What follows belongs to an exercise in optimizing a design on an open flow for small area, a short achievable clock period and few clock cycles; a production flow would make more cautious choices. No functional check of the RTL was part of any run shown here. No activity file was given, so power comes from the tool's default toggle rates.

`flow/run.sh`:
```
#!/bin/bash
# synth_recipe.tcl (not shown) runs the flow's synth.tcl, then flattens the netlist and writes it again
# the make line also repeats each setting of config.mk as NAME=value (left out here)
make -C /OpenROAD-flow-scripts/flow DESIGN_CONFIG=/design/flow/config.mk WORK_HOME=/design/flow/orfs CLKGATE_MAP_FILE= SYNTH_SCRIPT=/design/flow/synth_recipe.tcl finish
```
`flow/config.mk`:
```
export PLATFORM = sky130hd
export DESIGN_NAME = LASER
export DESIGN_NICKNAME = LASER
export VERILOG_FILES = /design/flow/design.v
export SDC_FILE = /design/flow/constraint.sdc
export NUM_CORES = 4
export LEC_CHECK = 0
export ABC_AREA = 1
export CAP_MARGIN = 20
export CORE_MARGIN = 2
export CORE_UTILIZATION = 40
export SETUP_SLACK_MARGIN = 3.7
export SLEW_MARGIN = 20
```
`flow/constraint.sdc`:
```
create_clock -name core_clock -period 6.0 [get_ports {CLK}]
set_input_delay 1.2000 -clock core_clock [delete_from_list [all_inputs] [get_ports {CLK}]]
set_output_delay 1.2000 -clock core_clock [all_outputs]
set_load 0.01 [all_outputs]
```
`flow/design.v`:
```
module LASER(CLK, RST, X, Y, C1X, C1Y, C2X, C2Y, DONE);
input CLK, RST;
input [3:0] X, Y;
output reg DONE;
output [3:0] C1X, C1Y, C2X, C2Y;
reg rq;
reg [3:0] xq;
reg [15:0] m0;
reg [15:0] m2;
reg [15:0] m3;
reg [15:0] m4;
reg [15:0] m5;
reg [15:0] m6;
reg [15:0] m7;
reg [15:0] m8;
reg [15:0] m9;
reg [15:0] m10;
reg [15:0] m11;
reg [15:0] m12;
reg [15:0] m13;
reg [15:0] m14;
reg [5:0] u;
wire [2:0] ph = u[2:0];
reg we, keep, cut, v6, v5, upd, last1, clr;
reg [3:0] yo;    
wire [5:0] un = (rq | (u == 6'd59)) ? 6'd63 : u + 6'd1;
wire [15:0] pdec = we ? (16'd1 << yo) : 16'd0;
always @(posedge CLK) begin
  rq <= RST;
  xq <= X;
  yo <= Y - {ph, 1'b0} - 4'd4;
  u <= un;
  we    <= ~RST & (un <= 6'd39);
  keep  <= ~RST & (un <= 6'd54);
  cut   <= (un >= 6'd40) & (un <= 6'd47);
  v6    <= (un[2:0] <= 3'd6);
  v5    <= (un[2:0] <= 3'd5);
  upd   <= ~RST & (un >= 6'd43) & (un <= 6'd58);
  last1 <= (un == 6'd50);
  clr   <= RST | (un == 6'd63);
end
localparam [7:0] E0_0 = 8'b11111010, E0_1 = 8'b01111111;
wire [1:0] wr0 = m0[1:0] & ~({2{cut}} & {E0_1[ph], E0_0[ph]});
always @(posedge CLK) m0 <= (keep ? {wr0, m0[15:2]} : 16'd0) | ((xq == 4'd0) ? pdec : 16'd0);
localparam [7:0] E2_0 = 8'b01110111, E2_1 = 8'b10101111;
wire [1:0] wr2 = m2[1:0] & ~({2{cut}} & {E2_1[ph], E2_0[ph]});
always @(posedge CLK) m2 <= (keep ? {wr2, m2[15:2]} : 16'd0) | ((xq == 4'd2) ? pdec : 16'd0);
localparam [7:0] E3_0 = 8'b01110111, E3_1 = 8'b10101111;
wire [1:0] wr3 = m3[1:0] & ~({2{cut}} & {E3_1[ph], E3_0[ph]});
always @(posedge CLK) m3 <= (keep ? {wr3, m3[15:2]} : 16'd0) | ((xq == 4'd3) ? pdec : 16'd0);
localparam [7:0] E4_0 = 8'b11111111, E4_1 = 8'b10101111;
wire [1:0] wr4 = m4[1:0] & ~({2{cut}} & {E4_1[ph], E4_0[ph]});
always @(posedge CLK) m4 <= (keep ? {wr4, m4[15:2]} : 16'd0) | ((xq == 4'd4) ? pdec : 16'd0);
localparam [7:0] E5_0 = 8'b01110111, E5_1 = 8'b10101111;
wire [1:0] wr5 = m5[1:0] & ~({2{cut}} & {E5_1[ph], E5_0[ph]});
always @(posedge CLK) m5 <= (keep ? {wr5, m5[15:2]} : 16'd0) | ((xq == 4'd5) ? pdec : 16'd0);
localparam [7:0] E6_0 = 8'b01110111, E6_1 = 8'b10101111;
wire [1:0] wr6 = m6[1:0] & ~({2{cut}} & {E6_1[ph], E6_0[ph]});
always @(posedge CLK) m6 <= (keep ? {wr6, m6[15:2]} : 16'd0) | ((xq == 4'd6) ? pdec : 16'd0);
localparam [7:0] E7_0 = 8'b01110111, E7_1 = 8'b01101111;
wire [1:0] wr7 = m7[1:0] & ~({2{cut}} & {E7_1[ph], E7_0[ph]});
always @(posedge CLK) m7 <= (keep ? {wr7, m7[15:2]} : 16'd0) | ((xq == 4'd7) ? pdec : 16'd0);
localparam [7:0] E8_0 = 8'b11111010, E8_1 = 8'b01111111;
wire [1:0] wr8 = m8[1:0] & ~({2{cut}} & {E8_1[ph], E8_0[ph]});
always @(posedge CLK) m8 <= (keep ? {wr8, m8[15:2]} : 16'd0) | ((xq == 4'd8) ? pdec : 16'd0);
localparam [7:0] E9_0 = 8'b11011000, E9_1 = 8'b11110111;
wire [1:0] wr9 = m9[1:0] & ~({2{cut}} & {E9_1[ph], E9_0[ph]});
always @(posedge CLK) m9 <= (keep ? {wr9, m9[15:2]} : 16'd0) | ((xq == 4'd9) ? pdec : 16'd0);
localparam [7:0] E10_0 = 8'b11111111, E10_1 = 8'b11010111;
wire [1:0] wr10 = m10[1:0] & ~({2{cut}} & {E10_1[ph], E10_0[ph]});
always @(posedge CLK) m10 <= (keep ? {wr10, m10[15:2]} : 16'd0) | ((xq == 4'd10) ? pdec : 16'd0);
localparam [7:0] E11_0 = 8'b10101111, E11_1 = 8'b11111000;
wire [1:0] wr11 = m11[1:0] & ~({2{cut}} & {E11_1[ph], E11_0[ph]});
always @(posedge CLK) m11 <= (keep ? {wr11, m11[15:2]} : 16'd0) | ((xq == 4'd11) ? pdec : 16'd0);
localparam [7:0] E12_0 = 8'b11111111, E12_1 = 8'b10101111;
wire [1:0] wr12 = m12[1:0] & ~({2{cut}} & {E12_1[ph], E12_0[ph]});
always @(posedge CLK) m12 <= (keep ? {wr12, m12[15:2]} : 16'd0) | ((xq == 4'd12) ? pdec : 16'd0);
localparam [7:0] E13_0 = 8'b11011000, E13_1 = 8'b01111111;
wire [1:0] wr13 = m13[1:0] & ~({2{cut}} & {E13_1[ph], E13_0[ph]});
always @(posedge CLK) m13 <= (keep ? {wr13, m13[15:2]} : 16'd0) | ((xq == 4'd13) ? pdec : 16'd0);
localparam [7:0] E14_0 = 8'b11111111, E14_1 = 8'b11010111;
wire [1:0] wr14 = m14[1:0] & ~({2{cut}} & {E14_1[ph], E14_0[ph]});
always @(posedge CLK) m14 <= (keep ? {wr14, m14[15:2]} : 16'd0) | ((xq == 4'd14) ? pdec : 16'd0);
wire w0_0 = m0[0];
wire w0_1 = m0[1];
wire w0_2 = m0[2] & v6;
wire w0_3 = m0[3] & v6;
wire w0_4 = m0[4] & v5;
wire w2_0 = m2[0];
wire w2_1 = m2[1];
wire w2_2 = m2[2] & v6;
wire w2_3 = m2[3] & v6;
wire w2_4 = m2[4] & v5;
wire w3_0 = m3[0];
wire w3_1 = m3[1];
wire w3_2 = m3[2] & v6;
wire w3_3 = m3[3] & v6;
wire w3_4 = m3[4] & v5;
wire w4_0 = m4[0];
wire w4_1 = m4[1];
wire w4_2 = m4[2] & v6;
wire w4_3 = m4[3] & v6;
wire w4_4 = m4[4] & v5;
wire w5_0 = m5[0];
wire w5_1 = m5[1];
wire w5_2 = m5[2] & v6;
wire w5_3 = m5[3] & v6;
wire w5_4 = m5[4] & v5;
wire w6_0 = m6[0];
wire w6_1 = m6[1];
wire w6_2 = m6[2] & v6;
wire w6_3 = m6[3] & v6;
wire w6_4 = m6[4] & v5;
wire w7_0 = m7[0];
wire w7_1 = m7[1];
wire w7_2 = m7[2] & v6;
wire w7_3 = m7[3] & v6;
wire w7_4 = m7[4] & v5;
wire w8_0 = m8[0];
wire w8_1 = m8[1];
wire w8_2 = m8[2] & v6;
wire w8_3 = m8[3] & v6;
wire w8_4 = m8[4] & v5;
wire w9_0 = m9[0];
wire w9_1 = m9[1];
wire w9_2 = m9[2] & v6;
wire w9_3 = m9[3] & v6;
wire w9_4 = m9[4] & v5;
wire w10_0 = m10[0];
wire w10_1 = m10[1];
wire w10_2 = m10[2] & v6;
wire w10_3 = m10[3] & v6;
wire w10_4 = m10[4] & v5;
wire w11_0 = m11[0];
wire w11_1 = m11[1];
wire w11_2 = m11[2] & v6;
wire w11_3 = m11[3] & v6;
wire w11_4 = m11[4] & v5;
wire w12_0 = m12[0];
wire w12_1 = m12[1];
wire w12_2 = m12[2] & v6;
wire w12_3 = m12[3] & v6;
wire w12_4 = m12[4] & v5;
wire w13_0 = m13[0];
wire w13_1 = m13[1];
wire w13_2 = m13[2] & v6;
wire w13_3 = m13[3] & v6;
wire w13_4 = m13[4] & v5;
wire w14_0 = m14[0];
wire w14_1 = m14[1];
wire w14_2 = m14[2] & v6;
wire w14_3 = m14[3] & v6;
wire w14_4 = m14[4] & v5;
reg c0s, c0c, c03, c00, c04;
reg [2:0] e2; reg g2, h2;
reg [2:0] e4; reg g4, h4;
reg [2:0] e6; reg g6, h6;
reg [2:0] e8; reg g8, h8;
reg [2:0] e10; reg g10, h10;
reg [2:0] e12; reg g12, h12;
reg [2:0] e14; reg g14;
wire as1_2, ac1_2, as2_2, ac2_2, as3_2, ac3_2, as4_2, ac4_2;
assign {ac1_2, as1_2} = {1'b0, w2_0} + {1'b0, w2_1} + {1'b0, w2_2};
assign {ac2_2, as2_2} = {1'b0, w3_0} + {1'b0, w3_1} + {1'b0, w3_2};
assign {ac3_2, as3_2} = {1'b0, as1_2} + {1'b0, as2_2} + {1'b0, w2_3};
assign {ac4_2, as4_2} = {1'b0, ac1_2} + {1'b0, ac2_2} + {1'b0, ac3_2};
wire as1_4, ac1_4, as2_4, ac2_4, as3_4, ac3_4, as4_4, ac4_4;
assign {ac1_4, as1_4} = {1'b0, w4_0} + {1'b0, w4_1} + {1'b0, w4_2};
assign {ac2_4, as2_4} = {1'b0, w5_0} + {1'b0, w5_1} + {1'b0, w5_2};
assign {ac3_4, as3_4} = {1'b0, as1_4} + {1'b0, as2_4} + {1'b0, w4_3};
assign {ac4_4, as4_4} = {1'b0, ac1_4} + {1'b0, ac2_4} + {1'b0, ac3_4};
wire as1_6, ac1_6, as2_6, ac2_6, as3_6, ac3_6, as4_6, ac4_6;
assign {ac1_6, as1_6} = {1'b0, w6_0} + {1'b0, w6_1} + {1'b0, w6_2};
assign {ac2_6, as2_6} = {1'b0, w7_0} + {1'b0, w7_1} + {1'b0, w7_2};
assign {ac3_6, as3_6} = {1'b0, as1_6} + {1'b0, as2_6} + {1'b0, w6_3};
assign {ac4_6, as4_6} = {1'b0, ac1_6} + {1'b0, ac2_6} + {1'b0, ac3_6};
wire as1_8, ac1_8, as2_8, ac2_8, as3_8, ac3_8, as4_8, ac4_8;
assign {ac1_8, as1_8} = {1'b0, w8_0} + {1'b0, w8_1} + {1'b0, w8_2};
assign {ac2_8, as2_8} = {1'b0, w9_0} + {1'b0, w9_1} + {1'b0, w9_2};
assign {ac3_8, as3_8} = {1'b0, as1_8} + {1'b0, as2_8} + {1'b0, w8_3};
assign {ac4_8, as4_8} = {1'b0, ac1_8} + {1'b0, ac2_8} + {1'b0, ac3_8};
wire as1_10, ac1_10, as2_10, ac2_10, as3_10, ac3_10, as4_10, ac4_10;
assign {ac1_10, as1_10} = {1'b0, w10_0} + {1'b0, w10_1} + {1'b0, w10_2};
assign {ac2_10, as2_10} = {1'b0, w11_0} + {1'b0, w11_1} + {1'b0, w11_2};
assign {ac3_10, as3_10} = {1'b0, as1_10} + {1'b0, as2_10} + {1'b0, w10_3};
assign {ac4_10, as4_10} = {1'b0, ac1_10} + {1'b0, ac2_10} + {1'b0, ac3_10};
wire as1_12, ac1_12, as2_12, ac2_12, as3_12, ac3_12, as4_12, ac4_12;
assign {ac1_12, as1_12} = {1'b0, w12_0} + {1'b0, w12_1} + {1'b0, w12_2};
assign {ac2_12, as2_12} = {1'b0, w13_0} + {1'b0, w13_1} + {1'b0, w13_2};
assign {ac3_12, as3_12} = {1'b0, as1_12} + {1'b0, as2_12} + {1'b0, w12_3};
assign {ac4_12, as4_12} = {1'b0, ac1_12} + {1'b0, ac2_12} + {1'b0, ac3_12};
wire as1_0, ac1_0;
assign {ac1_0, as1_0} = {1'b0, w0_0} + {1'b0, w0_1} + {1'b0, w0_2};
always @(posedge CLK) begin
  c0s <= as1_0; c0c <= ac1_0; c03 <= w0_3; c00 <= w0_0; c04 <= w0_4;
  e2 <= {ac4_2, as4_2, as3_2}; g2 <= w2_4; h2 <= w3_3;
  e4 <= {ac4_4, as4_4, as3_4}; g4 <= w4_4; h4 <= w5_3;
  e6 <= {ac4_6, as4_6, as3_6}; g6 <= w6_4; h6 <= w7_3;
  e8 <= {ac4_8, as4_8, as3_8}; g8 <= w8_4; h8 <= w9_3;
  e10 <= {ac4_10, as4_10, as3_10}; g10 <= w10_4; h10 <= w11_3;
  e12 <= {ac4_12, as4_12, as3_12}; g12 <= w12_4; h12 <= w13_3;
  e14 <= {2'd0, w14_0} + {2'd0, w14_1} + {2'd0, w14_2} + {2'd0, w14_3}; g14 <= w14_4;
end
reg [4:0] sc [0:6];
always @(posedge CLK) begin
  sc[0] <= {2'd0, e2} + {4'd0, g2} + {4'd0, h2} + {2'd0, e4} + {4'd0, c0s} + {3'd0, c0c, 1'b0} + {4'd0, c03};
  sc[1] <= {2'd0, e4} + {4'd0, g4} + {4'd0, h4} + {2'd0, e6} + {4'd0, c00} + {4'd0, c04};
  sc[2] <= {2'd0, e6} + {4'd0, g6} + {4'd0, h6} + {2'd0, e8} + {4'd0, c0s} + {3'd0, c0c, 1'b0} + {4'd0, c03} + {4'd0, c04};
  sc[3] <= {2'd0, e8} + {4'd0, g8} + {4'd0, h8} + {2'd0, e10} + {4'd0, c0s} + {3'd0, c0c, 1'b0} + {4'd0, c03} + {4'd0, c04};
  sc[4] <= {2'd0, e10} + {4'd0, g10} + {4'd0, h10} + {2'd0, e12} + {4'd0, c0s} + {3'd0, c0c, 1'b0} + {4'd0, c03} + {4'd0, c04};
  sc[5] <= {2'd0, e12} + {4'd0, g12} + {4'd0, h12} + {2'd0, e14} + {4'd0, c00} + {4'd0, c04};
  sc[6] <= {2'd0, e14} + {4'd0, g14} + {4'd0, c0s} + {3'd0, c0c, 1'b0} + {4'd0, c03};
end
function gt5(input [4:0] a, input [4:0] b);
  reg [4:0] e;
  begin
    e = a ~^ b;
    gt5 = (a[4] & ~b[4]) | (e[4] & a[3] & ~b[3]) | (e[4] & e[3] & a[2] & ~b[2]) |
          (e[4] & e[3] & e[2] & a[1] & ~b[1]) | (e[4] & e[3] & e[2] & e[1] & a[0] & ~b[0]);
  end
endfunction
wire c0_1 = gt5(sc[1], sc[0]);   
wire c0_2 = gt5(sc[2], sc[0]);   
wire c0_3 = gt5(sc[3], sc[0]);   
wire c0_4 = gt5(sc[4], sc[0]);   
wire c0_5 = gt5(sc[5], sc[0]);   
wire c0_6 = gt5(sc[6], sc[0]);   
wire c1_2 = gt5(sc[2], sc[1]);   
wire c1_3 = gt5(sc[3], sc[1]);   
wire c1_4 = gt5(sc[4], sc[1]);   
wire c1_5 = gt5(sc[5], sc[1]);   
wire c1_6 = gt5(sc[6], sc[1]);   
wire c2_3 = gt5(sc[3], sc[2]);   
wire c2_4 = gt5(sc[4], sc[2]);   
wire c2_5 = gt5(sc[5], sc[2]);   
wire c2_6 = gt5(sc[6], sc[2]);   
wire c3_4 = gt5(sc[4], sc[3]);   
wire c3_5 = gt5(sc[5], sc[3]);   
wire c3_6 = gt5(sc[6], sc[3]);   
wire c4_5 = gt5(sc[5], sc[4]);   
wire c4_6 = gt5(sc[6], sc[4]);   
wire c5_6 = gt5(sc[6], sc[5]);   
wire win0 = ~c0_1 & ~c0_2 & ~c0_3 & ~c0_4 & ~c0_5 & ~c0_6;
wire win1 = c0_1 & ~c1_2 & ~c1_3 & ~c1_4 & ~c1_5 & ~c1_6;
wire win2 = c0_2 & c1_2 & ~c2_3 & ~c2_4 & ~c2_5 & ~c2_6;
wire win3 = c0_3 & c1_3 & c2_3 & ~c3_4 & ~c3_5 & ~c3_6;
wire win4 = c0_4 & c1_4 & c2_4 & c3_4 & ~c4_5 & ~c4_6;
wire win5 = c0_5 & c1_5 & c2_5 & c3_5 & c4_5 & ~c5_6;
wire win6 = c0_6 & c1_6 & c2_6 & c3_6 & c4_6 & c5_6;
reg [4:0] rs;
reg [2:0] rx;
always @(posedge CLK) begin
  rs <= ({5{win0}} & sc[0]) | ({5{win1}} & sc[1]) | ({5{win2}} & sc[2]) | ({5{win3}} & sc[3]) | ({5{win4}} & sc[4]) | ({5{win5}} & sc[5]) | ({5{win6}} & sc[6]);
  rx <= {win3 | win4 | win5 | win6, win1 | win2 | win5 | win6, win0 | win2 | win4 | win6};
end
reg [4:0] bs;
reg [2:0] bx, br, b1x, b1r;
wire rwin = gt5(rs, bs);
wire [2:0] row3 = ph - 3'd3;    
always @(posedge CLK) begin
  if (clr) begin
    bs <= 5'd0; bx <= 3'd0; br <= 3'd0; b1x <= 3'd0; b1r <= 3'd0;
  end else if (last1) begin
    b1x <= rwin ? rx : bx; b1r <= rwin ? row3 : br;
    bs <= 5'd0; bx <= 3'd0; br <= 3'd0;
  end else if (upd & rwin) begin
    bs <= rs; bx <= rx; br <= row3;
  end
  DONE <= ~rq & (u == 6'd58);
end
assign C1X = {b1x, 1'b0};
assign C1Y = {b1r, 1'b0};
assign C2X = {bx, 1'b0};
assign C2Y = {br, 1'b0};
endmodule
```
==> qor.yml, run 1 <==
synthesis:
  yosysTopAreaCell: "dfxtp_1"
  synth_cell_type_count: 36
  avgSynthCellArea_um2: 8.087
  netlist_area_um2: 15070
  ys_seq_area_share_pct: 45.97
  synth_warnings: 2
  synth_top_cell_area_share_pct: 45.97
  ys_ff_latch: 346
  netlist_instances: 1863
  synth_area_leaders: "dfxtp_1 (46%), nand2_1 (13%), o21ai_0 (8.4%)"
floorplanning:
  io-pin-count: 27
  die_area_um2: 39240
  std_cell_rows: 71
  start_util_pct: 40.29
  chipHeight_um: 198.1
  core_um2: 37400
  die_x_um: 198.1
finish:
  n_antenna_cell: 0
  drive_gt1_share_pct: 8.488
  final_nets: 1996
  syn_to_final_growth_pct: 12.89
  top_register: "sc"
  finish.instance_area_um2: 17010
  largest_reg_flops: 34
  finalNonFillerCells: 2396
  utilization_pct: 45.48
global_routing:
  grt_max_degree: 86
  grt_pass1_wl_um: 59200
  grt_pass1_vias: 10880
  overflow: 0
  antenna_found_initial: 0
  gr-usage-all-layers_pct: 19.09
drt:
  num_vias: 11300
  routed_wl_um: 36470
  drc: 0
  drtIter0Drc: 647
  post_drt_wl_per_cell_um: 15.22
  ant_nets: 0
  post_drt_via_cell_ratio: 4.718
  firstDrtPassIters: 6
critical_path:
  crit_type: "flop to flop"
  arrival_ns: 2.94
  critPathRequiredTime_ns: 6.41
  cp_max_fo: 5
  end_kind: "flop"
  r2r_slack_ns: 3.48
  worst_setup_path_start_kind: "flop"
placement:
  dp_slack_ns: 3.180
  dp.cells: 2320
  dp_hpwl_um: 25770
  finalWeightedCongestion: 0.8907
  port_buffers: 22
  placed_cell_area_um2: 15630
sta:
  final_hold_viol_count: 0
  slew_headroom_pct: 49.56
  setup_slack_ns: 3.477
  min_period_ns: 2.523
  worstMarginPinSlew_ns: 0.7566
  timing.fmax_mhz: 396.4
  fin_crit_sh_pct: 42.05
  slew_violations: 0
  finalSetupViolCount: 0
  rsz0062_at_grt: "yes"
  skew_ns: 0.01792
  setup_tns_ns: 0
clock_network:
  cts_htree_levels: 2
  cts_buffer_depth: 3
  hold_buffers: 0
  cts_root_buf: "clkbuf_16"
  clock-sinks: 346
  cts_tree: "yes"
  cts.reportedPaths.clkPinSlew_ns: 0.06
  numCtsBuffers: 38
  insertion_delay_ns: 0.54
pwr:
  clockPowerShare_pct: 43.9
  switching_share_pct: 27.65
  netSwitchingPower_mw: 1.513
  ir_worst_vdd_v: 0.0002419
  intPower_mw: 3.960
  p_leak_nw: 7.395
  power_per_cell_area_nw_per_um2: 321.8
  p_seq_share_pct: 45.8
  power.share.combinational_pct: 10.3
hold_path:
  hold_path.class: "flop to flop"
run:
  drv_cap: 0
outcome:
  status: "complete, no violations"
cell type report:
| cell class | count | area (µm²) |
|---|---|---|
| inverter | 264 | 991.0 |
| sequential | 346 | 6958 |
| clock buffer | 49 | 1062 |
| timing repair buffer | 30 | 222.7 |
| clock inverter | 21 | 266.5 |
| tap | 511 | 639.4 |
| fill | 3718 | 20390 |
| multi-input combinational | 1175 | 6869 |
metrics by stage:
step	power [mW]	hold WS [ns]
global placement	3.090	0.3828
CTS	5.509	0.3884
detailed placement	3.097	0.3874
finish	5.473	0.3853
floorplan	2.921	0.3753
global route	5.712	0.3994
cell usage after synthesis (all sizes together):
library cell	count
inv	263
nand3	47
nand3b	1
fa	60
and2	1
a21boi	14
ha	71
dfxtp	346
buf	20
nand2	525
o22ai	27
nor4	1
and3	1
o21bai	4
xnor2	11
o21ai	262
nand4	10
o211ai	3
nor2	78
conb	1
clkbuf	61
o32ai	2
a21oi	31
clkinv	1
a211oi	1
xor2	7
o21a	2
nor3	11
o31ai	1
final timing paths:
path,start,endpoint,cells after the start
min,m0[0],c00,0
max reg2reg,c03,sc[4][4],8
max,c03,sc[4][4],8
min reg2reg,m0[0],c00,0
layout by cell type, fill, tap and decap left out, drive strengths merged, types with 4 or more instances in the layout:
| master | n |
|---|---|
| nand2 | 525 |
| bufinv | 4 |
| buf | 19 |
| nor3 | 11 |
| inv | 265 |
| clkdlybuf4s50 | 9 |
| nand3 | 47 |
| nand4 | 10 |
| clkbuf | 51 |
| o22ai | 27 |
| o21ai | 262 |
| xnor2 | 11 |
| xor2 | 7 |
| clkinv | 12 |
| nor2 | 78 |
| a21oi | 31 |
| conb | 4 |
| a21boi | 14 |
| ha | 71 |
| dfxtp | 346 |
| clkinvlp | 4 |
| o21bai | 4 |
| fa | 60 |
critical path: stages (launching register included):
cell and delay (ns):
dfxtp_4 0.38, fa_1 0.51, inv_1 0.05, fa_1 0.48
inv_2 0.04, fa_2 0.37, fa_2 0.39, a21oi_2 0.12
o21bai_1 0.07
per-layer routing:
metal | share of wire, % | vias to the layer above | global-route usage (%)
met3 | 3.9 | 55 | 2.742
met2 | 47 | 211 | 31.77
met5 | 0 | - | 0
met4 | 1.9 | 0 | 4.957
li1 | - | 5814 | -
met1 | 48 | 5224 | 26.04
cells by family (layout without fill, tap and decap cells):
family / after synthesis / in the layout / synth area share [%]
other cells: 1 / 4 / 0.02489
flops: 346 / 346 / 45.97
fa+ha+maj: 131 / 131 / 13.87
buf+inv: 345 / 364 / 8.944
xor+xnor: 18 / 18 / 1.046
compound gates: 347 / 347 / 12.24
simple gates: 675 / 675 / 17.90
power by group through the flow:
stage	Clock, mW	Sequential, mW	Combinational [mW]
finish	2.40	2.50	0.565
global route	2.56	2.52	0.636
CTS	2.46	2.51	0.540
detailed placement	0	2.56	0.537
floorplan	0	2.45	0.475
global placement	0	2.56	0.529
timing repair:
item | in CTS | in global routing
setup buffers | 3 | 3
gates resized for setup | 59 | 25
endpoints found under the setup margin | 44 | 46
pin swaps | 4 | 7
==> run 2: changes to the inputs <==
--- a/flow/config.mk
+++ b/flow/config.mk
@@ -9,5 +9,5 @@
 export CAP_MARGIN = 20
 export CORE_MARGIN = 2
 export CORE_UTILIZATION = 40
-export SETUP_SLACK_MARGIN = 3.7
+export SETUP_SLACK_MARGIN = 3.6
 export SLEW_MARGIN = 20
==> qor.yml, run 2 <==
synthesis:
  netlist_instances: 1863  # unchanged
  synth_warnings: 2  # unchanged
  synthSimpleGateAreaFrac_pct: 17.90  # unchanged
  yosysTopAreaCell: "dfxtp_1"  # unchanged
  synth_area_leaders: "dfxtp_1 (46%), nand2_1 (13%), o21ai_0 (8.4%)"  # unchanged
  synth_top_cell_area_share_pct: 45.97  # unchanged
  avgSynthCellArea_um2: 8.087  # unchanged
  synth.most_common_cell: "nand2_1"  # unchanged
  synthAdderAreaFrac_pct: 13.87  # unchanged
  synth_enable_flop_cells: 0  # unchanged
  synth_top_family_by_area: "simple AND/OR/NAND/NOR gates"  # unchanged
  netlist_area_um2: 15070  # unchanged
  ys_seq_area_share_pct: 45.97  # unchanged
  synth_cell_type_count: 36  # unchanged
  synth_common_cells: "nand2_1 (521), dfxtp_1 (346), o21ai_0 (254)"  # unchanged
  ys_ff_latch: 346  # unchanged
  ys_async_sr_fraction_pct: 0  # unchanged
  ys_dominant_reg_cell: "dfxtp_1"  # unchanged
  synth_xor_area_share_pct: 1.046  # unchanged
  synthMuxAreaShare_pct: 0  # unchanged
  synth_compound_area_share_pct: 12.24  # unchanged
finish:
  n_antenna_cell: 0  # unchanged
  top_register: "sc"  # unchanged
  mostFrequentLayoutCells: "nand2_1 (519), dfxtp_1 (337), o21ai_0 (253)"  # was nand2_1 (519), dfxtp_1 (333), o21ai_0 (252)
  largest_reg_flops: 34  # unchanged
  fillers: 3644  # was 3,718
  syn_to_final_growth_pct: 12.35  # was 12.89%
  final_nets: 2000  # was 1,996
  multi_input_area_um2: 6855  # was 6869 µm²
  drive_gt1_share_pct: 6.631  # was 8.488%
  register_area_um2: 6950  # was 6958 µm²
  final_common_cell: "nand2_1"  # unchanged
pwr:
  p_seq_share_pct: 48.0  # was 45.8%
  power_per_cell_area_nw_per_um2: 308.7  # was 321.8 nW/µm²
  ir_worst_vdd_v: 0.0002782  # was 0.0002419 V
  p_leak_nw: 7.366  # was 7.395 nW
  total_power_mw: 5.226  # was 5.473 mW
  power.share.combinational_pct: 10.3  # about the same
  switching_share_pct: 27.69  # was 27.65%
  netSwitchingPower_mw: 1.447  # was 1.513 mW
  intPower_mw: 3.779  # was 3.960 mW
  clockPowerShare_pct: 41.7  # was 43.9%
critical_path:
  cp.depth: 8  # unchanged
  cpLargestDelayFamily: "adder cells"  # unchanged
  path_cells: "fa_1, inv_1, fa_1, inv_1, fa_2, fa_2, a21oi_2, o21bai_1"  # was fa_1, inv_1, fa_1, inv_2, fa_2, fa_2, a21oi_2, o21bai_1
  path_buf_inv: 2  # unchanged
  critPathRequiredTime_ns: 6.41  # about the same
  r2r_slack_ns: 3.53  # was 3.48 ns
  cp_max_fo: 5  # unchanged
  arrival_ns: 2.88  # was 2.94 ns
  r2r_start: "c0s"  # was c03
  reg2reg_to: "sc[2][4]"  # was sc[4][4]
  slowest_delay_ns: 0.50  # was 0.51 ns
  reg2reg_depth: 8  # unchanged
  crit_type: "flop to flop"  # unchanged
  worst_setup_path_start_kind: "flop"  # unchanged
  worst_path_max_delay_cell: "fa_1"  # unchanged
  end_kind: "flop"  # unchanged
floorplanning:
  chipHeight_um: 198.1  # unchanged
  std_cell_rows: 71  # unchanged
  core_um2: 37400  # unchanged
  die_x_um: 198.1  # unchanged
  start_util_pct: 40.29  # unchanged
  io-pin-count: 27  # unchanged
  die_area_um2: 39240  # unchanged
sta:
  slew_violations: 0  # unchanged
  rsz0062_at_grt: "yes"  # unchanged
  min_period_ns: 2.468  # was 2.523 ns
  finalSetupViolCount: 0  # unchanged
  skew_ns: 0.03091  # was 0.01792 ns
  slew_headroom_pct: 43.63  # was 49.56%
  worstMarginPinSlew_ns: 0.8456  # was 0.7566 ns
  final_hold_viol_count: 0  # unchanged
  setup_tns_ns: 0  # unchanged
  fin_crit_sh_pct: 41.13  # was 42.05%
  timing.fmax_mhz: 405.2  # was 396.4 MHz
  whs_ns: 0.4012  # was 0.3853 ns
global_routing:
  grt_pass1_vias: 11080  # was 10,880
  overflow: 0  # unchanged
  antenna_found_initial: 0  # unchanged
  grt_pass1_wl_um: 58950  # was 59,200 µm
  gr-usage-all-layers_pct: 18.88  # was 19.09%
  grt_max_degree: 87  # was 86
clock_network:
  cts.reportedPaths.clkPinSlew_ns: 0.06  # about the same
  clock-sinks: 346  # unchanged
  hold_buffers: 0  # unchanged
  cts_buffer_depth: 3  # unchanged
  cts_tree: "yes"  # unchanged
  insertion_delay_ns: 0.53  # was 0.54 ns
  cts_htree_levels: 2  # unchanged
  numCtsBuffers: 38  # unchanged
  cts_root_buf: "clkbuf_16"  # unchanged
hold_path:
  hold_depth: 0  # unchanged
  hold_path_startpoint: "m0[0]"  # unchanged
  worstHoldEndpoint: "c00"  # unchanged
  hold_path.class: "flop to flop"  # unchanged
placement:
  finalWeightedCongestion: 0.9129  # was 0.8907
  port_buffers: 22  # unchanged
  dp_hpwl_um: 25650  # was 25,770 µm
drt:
  ant_nets: 0  # unchanged
  firstDrtPassIters: 5  # was 6
  routed_wl_um: 36030  # was 36,470 µm
  drtIter0Drc: 681  # was 647
  post_drt_wl_per_cell_um: 15.04  # was 15.22 µm
  num_vias: 11450  # was 11,300
  drc: 0  # unchanged
  post_drt_via_cell_ratio: 4.778  # was 4.718
outcome:
  status: "complete, no violations"  # unchanged
run:
  drv_cap: 0  # unchanged
-- run 2: worst max-delay path by stage --
stage	endpoint	slack, ns	startpoint
after global routing	sc[3][4]	3.45	c03
after global placement	yo[3]	3.18	Y[2]
after detailed placement	yo[3]	3.18	Y[2]
after floorplan	sc[2][4]	3.55	c03
final	sc[2][4]	3.53	c0s
after CTS	sc[4][4]	3.50	e10[0]
-- run 2: power groups by stage --
stage	Clock (mW)	Sequential, mW	Combinational (mW)
floorplan	0	2.45	0.470
global placement	0	2.56	0.526
detailed placement	0	2.56	0.529
CTS	2.23	2.51	0.530
global route	2.33	2.52	0.609
finish	2.18	2.51	0.538
-- run 2: area by class of cell --
type | instances | share of cell area, %
sequential | 346 | 41.06
multi-input combinational | 1175 | 40.50
clock buffer | 59 | 6.497
inverter | 264 | 5.854
tap | 511 | 3.777
timing repair buffer | 34 | 1.804
clock inverter | 7 | 0.5100
-- run 2: worst reg2reg max path, cell delays in order (launching register included) --
cell	delay [ns]
dfxtp_4	0.37
fa_1	0.50
inv_1	0.05
fa_1	0.47
inv_1	0.05
fa_2	0.35
fa_2	0.39
a21oi_2	0.14
o21bai_1	0.06
-- run 2: kinds of logic after synthesis --
| kind of cell | Yosys count |
|---|---|
| buffers and inverters | 345 |
| other | 1 |
| adder cells (fa/ha/maj) | 131 |
| XOR/XNOR | 18 |
| AO/OA/AOI/OAI | 347 |
| AND/OR/NAND/NOR | 675 |
| flip-flops | 346 |
-- run 2: metal layers --
layer | vias up | track usage, % | part of all wire, %
met5 | - | 0 | 0
met1 | 5326 | 25.34 | 47
met2 | 234 | 31.51 | 46
li1 | 5818 | - | -
met3 | 71 | 2.725 | 4.2
met4 | 0 | 5.792 | 2.6
-- run 2: repair_timing --
action                     4_1_cts  5_1_grt
setup endpoints to repair       32       29
buffers inserted                 6        3
resized for setup               21       18
pin swaps                       12        8
-- run 2: per-stage QoR --
step	util (%)	area, µm²	worst slack (ns)	std cells
after detailed placement	41.78	15620	3.183	2320
after CTS	45.07	16860	3.503	2392
final	45.26	16930	3.532	2396
after global routing	45.26	16930	3.446	2396
after global placement	41.78	15620	3.177	2320
after floorplan	-	15100	3.555	1866

[re-timing with driven ports]
No port has a modelled driver above. Below, the same layouts with a new extraction and two added sets of constraints.
Step 1 sets driving cells, clkbuf_16 on the clock port and buf_2 on the other inputs (assumed; they add their load-dependent delay and slew).
Step 2, shift: input delay + t, output delay - t, t = (earliest + latest rising clock arrival at the registers) / 2. This alone moves slack from input paths to output paths.
Slacks: no drivers / after step 1 / after step 2; pairs: no drivers / after step 1.
| run | t (ns) | setup WS [ns] | worst hold slack (ns) | cell pins on the clock port's net |
|---|---|---|---|---|
| run 1 | 0.581 | 3.477 / 3.477 / 3.186 | 0.385 / 0.385 / 0.385 | 1 |
| run 2 | 0.570 | 3.532 / 3.532 / 3.178 | 0.401 / 0.401 / 0.401 | 1 |
After both steps setup and hold are still met in every run listed. For run 2, which loses most, drivers alone change the setup slack by 0.000 ns; drivers and shift together by -0.354 ns.
